Source: an optimization exercise on an open RTL-to-GDS flow (aim: small area, a short achievable clock period and few clock cycles per item). Production flows keep margins and buffers that such runs may drop.
Only simulation tests tie the RTL to the original design; equivalence was not proved.

==> design.v <==
module Exponential(input clk, rst, start, input [15:0] x,
                   output done, output [1:0] intpart, output [15:0] fracpart);
  reg        busy;
  reg [3:0]  step;
  reg [15:0] a;       
  reg [15:0] t;       
  reg [17:0] r;       
  reg        acc;     
  wire [31:0] p = a * t;
  reg [15:0] q;
  always @(*) begin
    case (step)
      4'd0:    q = p[31:17];
      4'd3:    q = p[31:18];
      4'd10:   q = p[31:19];
      default: q = p[31:16];
    endcase
  end
  wire q_term = (step == 4'd0) | (step == 4'd2) | (step == 4'd3) | (step == 4'd5) |
                (step == 4'd7) | (step == 4'd9) | (step == 4'd10);
  wire last   = (step == 4'd10) | (q == 16'd0);
  reg [15:0] a_next;
  always @(*) begin
    case (step)
      4'd1:    a_next = 16'h5555;
      4'd4:    a_next = 16'h3333;
      4'd6:    a_next = 16'h2AAA;
      4'd8:    a_next = 16'h2492;
      default: a_next = x;
    endcase
  end
  wire [17:0] sum = r + (acc ? {2'b00, t} : 18'd0);
  assign {intpart, fracpart} = sum;
  assign done = ~busy;
  wire [15:0] t0 = (x > 16'd2) ? x - 16'd2 : 16'd0;
  always @(posedge clk or posedge rst) begin
    if (rst)
      busy <= 1'b0;
    else if (start & ~busy)
      busy <= 1'b1;
    else if (last)
      busy <= 1'b0;
  end
  always @(posedge clk) begin
    if (start & ~busy) begin
      step <= 4'd0;
      a    <= x;
      t    <= t0;
      r    <= 18'h0FFFF;
      acc  <= 1'b1;
    end else begin
      step <= step + 4'd1;
      a    <= a_next;
      if (busy) begin
        t   <= q;
        r   <= sum;
        acc <= q_term;
      end
    end
  end
endmodule
==> run.sh <==
#!/bin/bash
# synth_recipe.tcl (not shown) runs the flow's synth.tcl, then flattens the netlist and writes it again
# the make line also repeats each setting of config.mk as NAME=value (left out here)
make -C /OpenROAD-flow-scripts/flow DESIGN_CONFIG=/design/flow/config.mk WORK_HOME=/design/flow/orfs CLKGATE_MAP_FILE= SYNTH_SCRIPT=/design/flow/synth_recipe.tcl finish
==> config.mk <==
export PLATFORM = sky130hd
export DESIGN_NAME = Exponential
export DESIGN_NICKNAME = Exponential
export VERILOG_FILES = /design/flow/design.v
export SDC_FILE = /design/flow/constraint.sdc
export NUM_CORES = 4
export LEC_CHECK = 0
export CAP_MARGIN = 20
export CORE_MARGIN = 2
export CORE_UTILIZATION = 40
export SLEW_MARGIN = 20
==> constraint.sdc <==
create_clock -name core_clock -period 9.0 [get_ports {clk}]
set_input_delay 1.8000 -clock core_clock [delete_from_list [all_inputs] [get_ports {clk}]]
set_output_delay 1.8000 -clock core_clock [all_outputs]
set_load 0.01 [all_outputs]
==> results of run 1 <==
[cells by family (layout without fill, tap and decap cells)]
logic type | Yosys count | in the layout | share of synthesized area
xor+xnor | 41 | 41 | 0.02997
simple gates | 465 | 465 | 0.1905
fa+ha+maj | 316 | 316 | 0.4516
mux | 6 | 6 | 0.005118
buf+inv | 320 | 320 | 0.1004
compound gates | 198 | 198 | 0.1151
flops | 56 | 56 | 0.1074
[worst max path at each step]
stage           from  endpoint  slack [ps]  depth (start not counted)
5_1_grt        a[11]      busy         660                         22
2_1_floorplan   t[1]      busy        1910                         23
4_1_cts         t[2]      busy        1170                         22
3_5_place_dp    t[2]      busy        1170                         22
3_3_place_gp   a[11]      busy        1230                         22
6_report       a[11]      busy        1100                         22
[per-layer routing]
layer | track usage | vias up | wire [um]
met2 | 0.3763 | 289 | 16130
met4 | 0.06749 | 0 | 920
met1 | 0.2838 | 4936 | 14040
met5 | 0 | - | 0
met3 | 0.02663 | 66 | 1526
li1 | - | 4463 | -
[flip-flops by register name, indices dropped and copies added (netlist names)]
name / flops
r: 18
acc: 1
a: 16
step: 4
t: 16
busy: 1
[through the flow]
| stage | setup slack [ps] | cell area, um2 |
|---|---|---|
| after floorplan | 1908 | 11980 |
| after global placement | 1234 | 12710 |
| after detailed placement | 1173 | 12710 |
| after CTS | 1165 | 12860 |
| after global routing | 659.2 | 12860 |
| final | 1105 | 12860 |
[final cells by class]
class                      instances  area, um2  share of cell area
inverter                         263      987.2             0.07674
sequential                        56       1286             0.09998
timing repair buffer              49      460.4             0.03579
tap                              390      488.0             0.03793
multi-input combinational       1026       9492              0.7378
clock inverter                     1      8.758           0.0006808
clock buffer                       7      142.6             0.01109
[cells in the final DEF, fill, tap and decap left out, types with 29 or more instances in the layout]
master	count
and2_1	136
clkdlybuf4s50_1	37
dfxtp_1	39
ha_1	122
fa_1	194
nor2_1	31
a21oi_1	48
nand2_1	207
inv_1	262
o21ai_0	29
==> results.sh, run 1 <==
export IMPL_clk_latency_ps=310
export IMPL_hold_violations=0
export IMPL_synth_most_common_cell="inv_1"
export IMPL_hold_depth=1
export IMPL_clkTransAtPathRegs_ps=80
export IMPL_period_needed_ps=7895
export IMPL_drc=0
export IMPL_r2r_setup_slack_ps=1100
export IMPL_cp_max_fo=16
export IMPL_drt_pass1_iter_count=5
export IMPL_clockBufferDepth=2
export IMPL_grt_pass1_vias=10115
export IMPL_tritoncts="yes"
export IMPL_dpl_cell_count=1784
export IMPL_core_area_um2=29560
export IMPL_grt_pass1_wl_mm=53.30
export IMPL_grt_usage=0.2178
export IMPL_fin_crit_sh=0.8773
export IMPL_yosysTopAreaCell="fa_1"
export IMPL_ys_warnings_count=1
export IMPL_synth_fp_nets=1737
export IMPL_cts_sinks=56
export IMPL_postSynthCellCount=1402
export IMPL_syn_avg_cell_area_um2=8.545
export IMPL_crit_top_cell="fa_1"
export IMPL_critPathKind="reg -> reg"
export IMPL_cts_buffers_inserted=5
export IMPL_start_kind="flop"
export IMPL_critical_path_slowest_cell="dfxtp_1"
export IMPL_synthArstFlopShare=0.01786
export IMPL_viasPerCell=5.443
export IMPL_start_util=0.4053
export IMPL_relSlewSlack=0.4322
export IMPL_gp_congestion=0.8951
export IMPL_drt_wl_total_mm=32.62
export IMPL_crit_family="adder cells"
export IMPL_worst_pin_slew_ps=850.6
export IMPL_cts_hold_buf=0
export IMPL_status="no timing/DRC/antenna violations"
export IMPL_fmax_ghz=0.1267
export IMPL_reg2reg_to="busy"
export IMPL_fin_tns_setup_ps=0
export IMPL_rsz0062_at_grt="no"
export IMPL_fin_cells=1792
export IMPL_drv_cap=0
export IMPL_dieHeight_um=177.1
export IMPL_root_buffer="clkbuf_16"
export IMPL_grt_antenna_before_repair=0
export IMPL_required_ps=9190
export IMPL_worstSetupEndpointType="flop"
export IMPL_hp_start="r[10]"
export IMPL_rows=63
export IMPL_final_nets=1736
export IMPL_rr_worst_depth=22
export IMPL_die_w_um=177.1
export IMPL_drt_iter0_markers=610
export IMPL_clock_skew_ps=16.39
export IMPL_detail_route_wl_per_cell_um=18.20
export IMPL_cts_setup_buffers=0
export IMPL_synth_top_area_share=0.3242
export IMPL_dieArea_um2=31350
export IMPL_synthFlopType="dfxtp_1"
export IMPL_syn_area_um2=11980
export IMPL_ant_nets=0
export IMPL_grt_max_degree=31
export IMPL_final_util=0.4352
export IMPL_hold_path_class="reg -> reg"
export IMPL_seq_area_frac_synth=0.1074
export IMPL_hpwl_mm=25.84
export IMPL_diodes=0
export IMPL_setup_viol=0
export IMPL_min_to="r[10]"
export IMPL_cpPeakStageDelay_ps=850
export IMPL_post_cts_resized=0
export IMPL_ys_top_cells_by_count="inv_1 (262), nand2_1 (207), fa_1 (194)"
export IMPL_maxSlewViolCount=0
export IMPL_htreeDepth=2
export IMPL_synthTopCellsByArea="fa_1 (32%), ha_1 (13%), inv_1 (8.2%)"
export IMPL_syn_to_final_growth_pct=7.383
export IMPL_drive_above_1_share=0.02568
export IMPL_path_buf_inv=3
export IMPL_path_cells="nand2_1 -> fa_1 -> fa_1 -> fa_1 -> inv_1 -> fa_1 -> fa_1 -> inv_1 -> fa_1 -> inv_1 -> ha_1 -> a211oi_2 -> o21bai_2 -> o31a_1 -> o31ai_1 -> a211o_1 -> a311oi_1 -> o31a_1 -> a221o_1 -> or4_1 -> nor4_1 -> a21oi_1"
export IMPL_port_buffers=37
export IMPL_synthDistinctLibCells=70
export IMPL_synth_edf_count=16
export IMPL_r2r_start="a[11]"
export IMPL_vias=9754
export IMPL_ios=38
export IMPL_ys_seq_elements=56
export IMPL_cp_arrival_ps=8090
export IMPL_fillerInstances=2936
export IMPL_hold_worst_slack_ps=478.0
export IMPL_gr_total_overflow=0
Testbench counts, summed over its fixed seeds: cycles 3,466, items 384.
==> run 2: changes to the inputs <==
--- a/design.v
+++ b/design.v
@@ -4,7 +4,13 @@
   reg [3:0]  step;
+  reg        half;    
   reg [15:0] a;       
   reg [15:0] t;       
+  reg [15:0] pp;      
   reg [17:0] r;       
   reg        acc;     
-  wire [31:0] p = a * t;
+  wire [7:0]  dig = half ? t[15:8] : t[7:0];
+  wire [23:0] s   = (half ? {8'd0, pp} : 24'd0) + a * dig;
+  wire        hi  = |t[15:8];
+  wire        fin = half | ~hi;           
+  wire [15:0] prod = half ? s[23:8] : {8'd0, s[23:16]};
   reg [15:0] q;
@@ -12,6 +18,6 @@
     case (step)
-      4'd0:    q = p[31:17];
-      4'd3:    q = p[31:18];
-      4'd10:   q = p[31:19];
-      default: q = p[31:16];
+      4'd0:    q = {1'b0, prod[15:1]};
+      4'd3:    q = {2'b0, prod[15:2]};
+      4'd10:   q = {3'b0, prod[15:3]};
+      default: q = prod;
     endcase
@@ -20,3 +26,3 @@
                 (step == 4'd7) | (step == 4'd9) | (step == 4'd10);
-  wire last   = (step == 4'd10) | (q == 16'd0);
+  wire last   = fin & ((step == 4'd10) | (q == 16'd0));
   reg [15:0] a_next;
@@ -46,2 +52,3 @@
       step <= 4'd0;
+      half <= 1'b0;
       a    <= x;
@@ -50,9 +57,11 @@
       acc  <= 1'b1;
-    end else begin
-      step <= step + 4'd1;
-      a    <= a_next;
-      if (busy) begin
-        t   <= q;
-        r   <= sum;
-        acc <= q_term;
+    end else if (busy) begin
+      r    <= sum;
+      pp   <= s[23:8];
+      half <= ~fin;
+      acc  <= fin & q_term;
+      if (fin) begin
+        step <= step + 4'd1;
+        a    <= a_next;
+        t    <= q;
       end
==> run 2 against run 1 <==
- still clean on timing, DRC and antenna
- synthesized cell count is 21% lower
- die area fell by 21%
- synthesized area fell by 21%
==> results.sh, run 2 <==
export IMPL_status="no timing/DRC/antenna violations"
export IMPL_worst_slack_ps=1776
export IMPL_design_area_um2=10430
export IMPL_synthTopCellsByArea="fa_1 (21%), edfxtp_1 (15%), ha_1 (8.1%)"
export IMPL_htreeDepth=3
export IMPL_fillerInstances=2307
export IMPL_clkTransAtPathRegs_ps=60
export IMPL_hold_depth=2
export IMPL_grt_antenna_before_repair=0
export IMPL_core_area_um2=23330
export IMPL_rsz0062_at_grt="no"
export IMPL_gr_total_overflow=0
export IMPL_hpwl_mm=20.34
export IMPL_drive_above_1_share=0.04046
export IMPL_detail_route_wl_per_cell_um=17.63
export IMPL_fin_crit_sh=0.8027
export IMPL_dieArea_um2=24890
export IMPL_post_dp_cell_area_um2=10160
export IMPL_synth_most_common_cell="inv_1"
export IMPL_synthDistinctLibCells=71
export IMPL_syn_to_final_growth_pct=10.27
export IMPL_synth_edf_count=48
export IMPL_port_buffers=37
export IMPL_die_w_um=157.8
export IMPL_largest_register_ffs=18
export IMPL_reg2reg_to="busy"
export IMPL_seq_area_frac_synth=0.2058
export IMPL_required_ps=9220
export IMPL_r2r_start="half"
export IMPL_maxSlewViolCount=0
export IMPL_fmax_ghz=0.1384
export IMPL_cts_buffers_inserted=9
export IMPL_drv_cap=0
export IMPL_dieHeight_um=157.8
export IMPL_fin_tns_setup_ps=0
export IMPL_critPathKind="reg -> reg"
export IMPL_hold_worst_slack_ps=484.1
export IMPL_syn_avg_cell_area_um2=8.513
export IMPL_cts_setup_buffers=0
export IMPL_final_common_cell="inv_1"
export IMPL_worstSetupEndpointType="flop"
export IMPL_ant_nets=0
export IMPL_cp_arrival_ps=7440
export IMPL_grt_pass1_vias=7701
export IMPL_ys_top_cells_by_count="inv_1 (144), nand2_1 (127), fa_1 (100)"
export IMPL_ys_warnings_count=1
export IMPL_synth_top_area_share=0.2117
export IMPL_relSlewSlack=0.3086
export IMPL_grt_usage=0.2137
export IMPL_hold_path_class="reg -> reg"
export IMPL_syn_area_um2=9458
export IMPL_clock_skew_ps=10.65
export IMPL_postSynthCellCount=1111
export IMPL_start_util=0.4054
export IMPL_drt_iter0_markers=783
export IMPL_viasPerCell=5.465
export IMPL_cts_hold_buf=0
export IMPL_clockBufferDepth=2
export IMPL_post_cts_resized=0
export IMPL_root_buffer="clkbuf_16"
export IMPL_start_kind="flop"
export IMPL_synth_fp_nets=1291
export IMPL_setup_viol=0
export IMPL_largest_register="r"
export IMPL_min_to="r[2]"
export IMPL_clk_latency_ps=340
export IMPL_grt_max_degree=50
export IMPL_drt_pass1_iter_count=8
export IMPL_synthArstFlopShare=0.01370
export IMPL_final_cell_mix="inv_1 (144), nand2_1 (127), fa_1 (100), nor2b_1 (88), nor2_1 (75)"
export IMPL_cts_sinks=73
export IMPL_hold_violations=0
export IMPL_dp_slack_ps=1881
export IMPL_cp_max_fo=48
export IMPL_diodes=0
export IMPL_tritoncts="yes"
export IMPL_period_needed_ps=7224
export IMPL_rr_worst_depth=20
export IMPL_fin_cells=1456
export IMPL_rows=56
export IMPL_final_nets=1312
export IMPL_yosysTopAreaCell="fa_1"
export IMPL_dpl_cell_count=1440
export IMPL_ios=38
export IMPL_hp_start="r[2]"
export IMPL_ys_seq_elements=73
export IMPL_drc=0
export IMPL_synthFlopType="edfxtp_1"
export IMPL_grt_pass1_wl_mm=41.61
export IMPL_drt_wl_total_mm=25.68
export IMPL_r2r_setup_slack_ps=1780
export IMPL_vias=7957
export IMPL_worst_pin_slew_ps=1029
export IMPL_gp_congestion=0.9308
-- run 2: kinds of logic (layout without fill, tap and decap cells) --
kind of cell,after synthesis,in the layout,synth area share
AO/OA/AOI/OAI,206,206,0.1484
XOR/XNOR,34,34,0.03149
adder cells (fa/ha/maj),161,161,0.2924
buffers and inverters,184,210,0.07395
flip-flops,73,73,0.2058
multiplexers,12,12,0.01310
AND/OR/NAND/NOR,441,441,0.2348
-- run 2: cell type report --
| type | count | area [um2] | area share |
|---|---|---|---|
| multi-input combinational | 854 | 6812 | 0.6531 |
| sequential | 73 | 1949 | 0.1869 |
| inverter | 146 | 548.0 | 0.05255 |
| timing repair buffer | 48 | 452.9 | 0.04343 |
| tap | 319 | 399.1 | 0.03827 |
| clock buffer | 13 | 250.2 | 0.02400 |
| clock inverter | 3 | 17.52 | 0.001680 |
-- run 2: how the worst max path moves through the flow --
stage                     start   end  slack [ps]  depth (start not counted)
after floorplan            half  busy        2040                         25
after global placement     half  busy        1860                         20
after detailed placement   half  busy        1880                         20
after CTS                  half  busy        1850                         20
after global routing       half  busy        1310                         21
final                      half  busy        1780                         20
-- run 2: metrics by stage --
| step | util |
|---|---|
| final | 0.4470 |
| after global routing | 0.4470 |
| after CTS | 0.4470 |
| after detailed placement | 0.4355 |
| after global placement | 0.4355 |
| after floorplan | - |
-- run 2: critical path, stage by stage, from the launching register on --
cell and delay, ps:
dfxtp_2 960, mux2i_1 270, buf_4 290, nand2b_1 170, fa_1 450, fa_1 540, inv_1 50, fa_1 530
fa_1 510, ha_1 330, nand4_1 140, o31ai_1 580, o21ai_0 250, o211ai_1 260, xnor2_1 350, o2bb2ai_1 170
a221o_1 410, nor4_1 300, nand4_1 160, nor4_1 290, nor2_1 70
-- run 2: per-layer routing --
metal | share of wire | GRT usage
met1 | 0.47 | 0.3105
met2 | 0.45 | 0.3377
met3 | 0.055 | 0.02163
met4 | 0.030 | 0.06190
met5 | 0 | 0
Testbench counts of run 2, summed over its fixed seeds: cycles 5,178, items 384.

afterwards: timing with drivers on the ports:
The results above use ideal ports. As a check the final layouts listed here were re-extracted and re-timed, cells and wires unchanged. Step 1 (the two cells are an assumption about what drives the block):
set clk [get_ports {clk}]
set_driving_cell -lib_cell sky130_fd_sc_hd__clkbuf_16 $clk
set_driving_cell -lib_cell sky130_fd_sc_hd__buf_2 [delete_from_list [all_inputs] $clk]
Step 2 times the ports against the registers' clock, not the clock port: input delays grow and output delays shrink by t, the midpoint of the rising clock arrivals with the driver on. a / b / c = ideal / step 1 / step 2; a / b = the first two.
run | t (ns) | setup WS [ns] | latest minus earliest clock arrival (ns) | worst register clock-pin slew, ns
run 1 | 0.350 | 1.105 / 1.105 / 1.105 | 0.018 / 0.018 | 0.08 / 0.08
run 2 | 0.371 | 1.776 / 1.776 / 1.776 | 0.011 / 0.010 | 0.06 / 0.06
After both steps setup and hold are still met in every run listed.
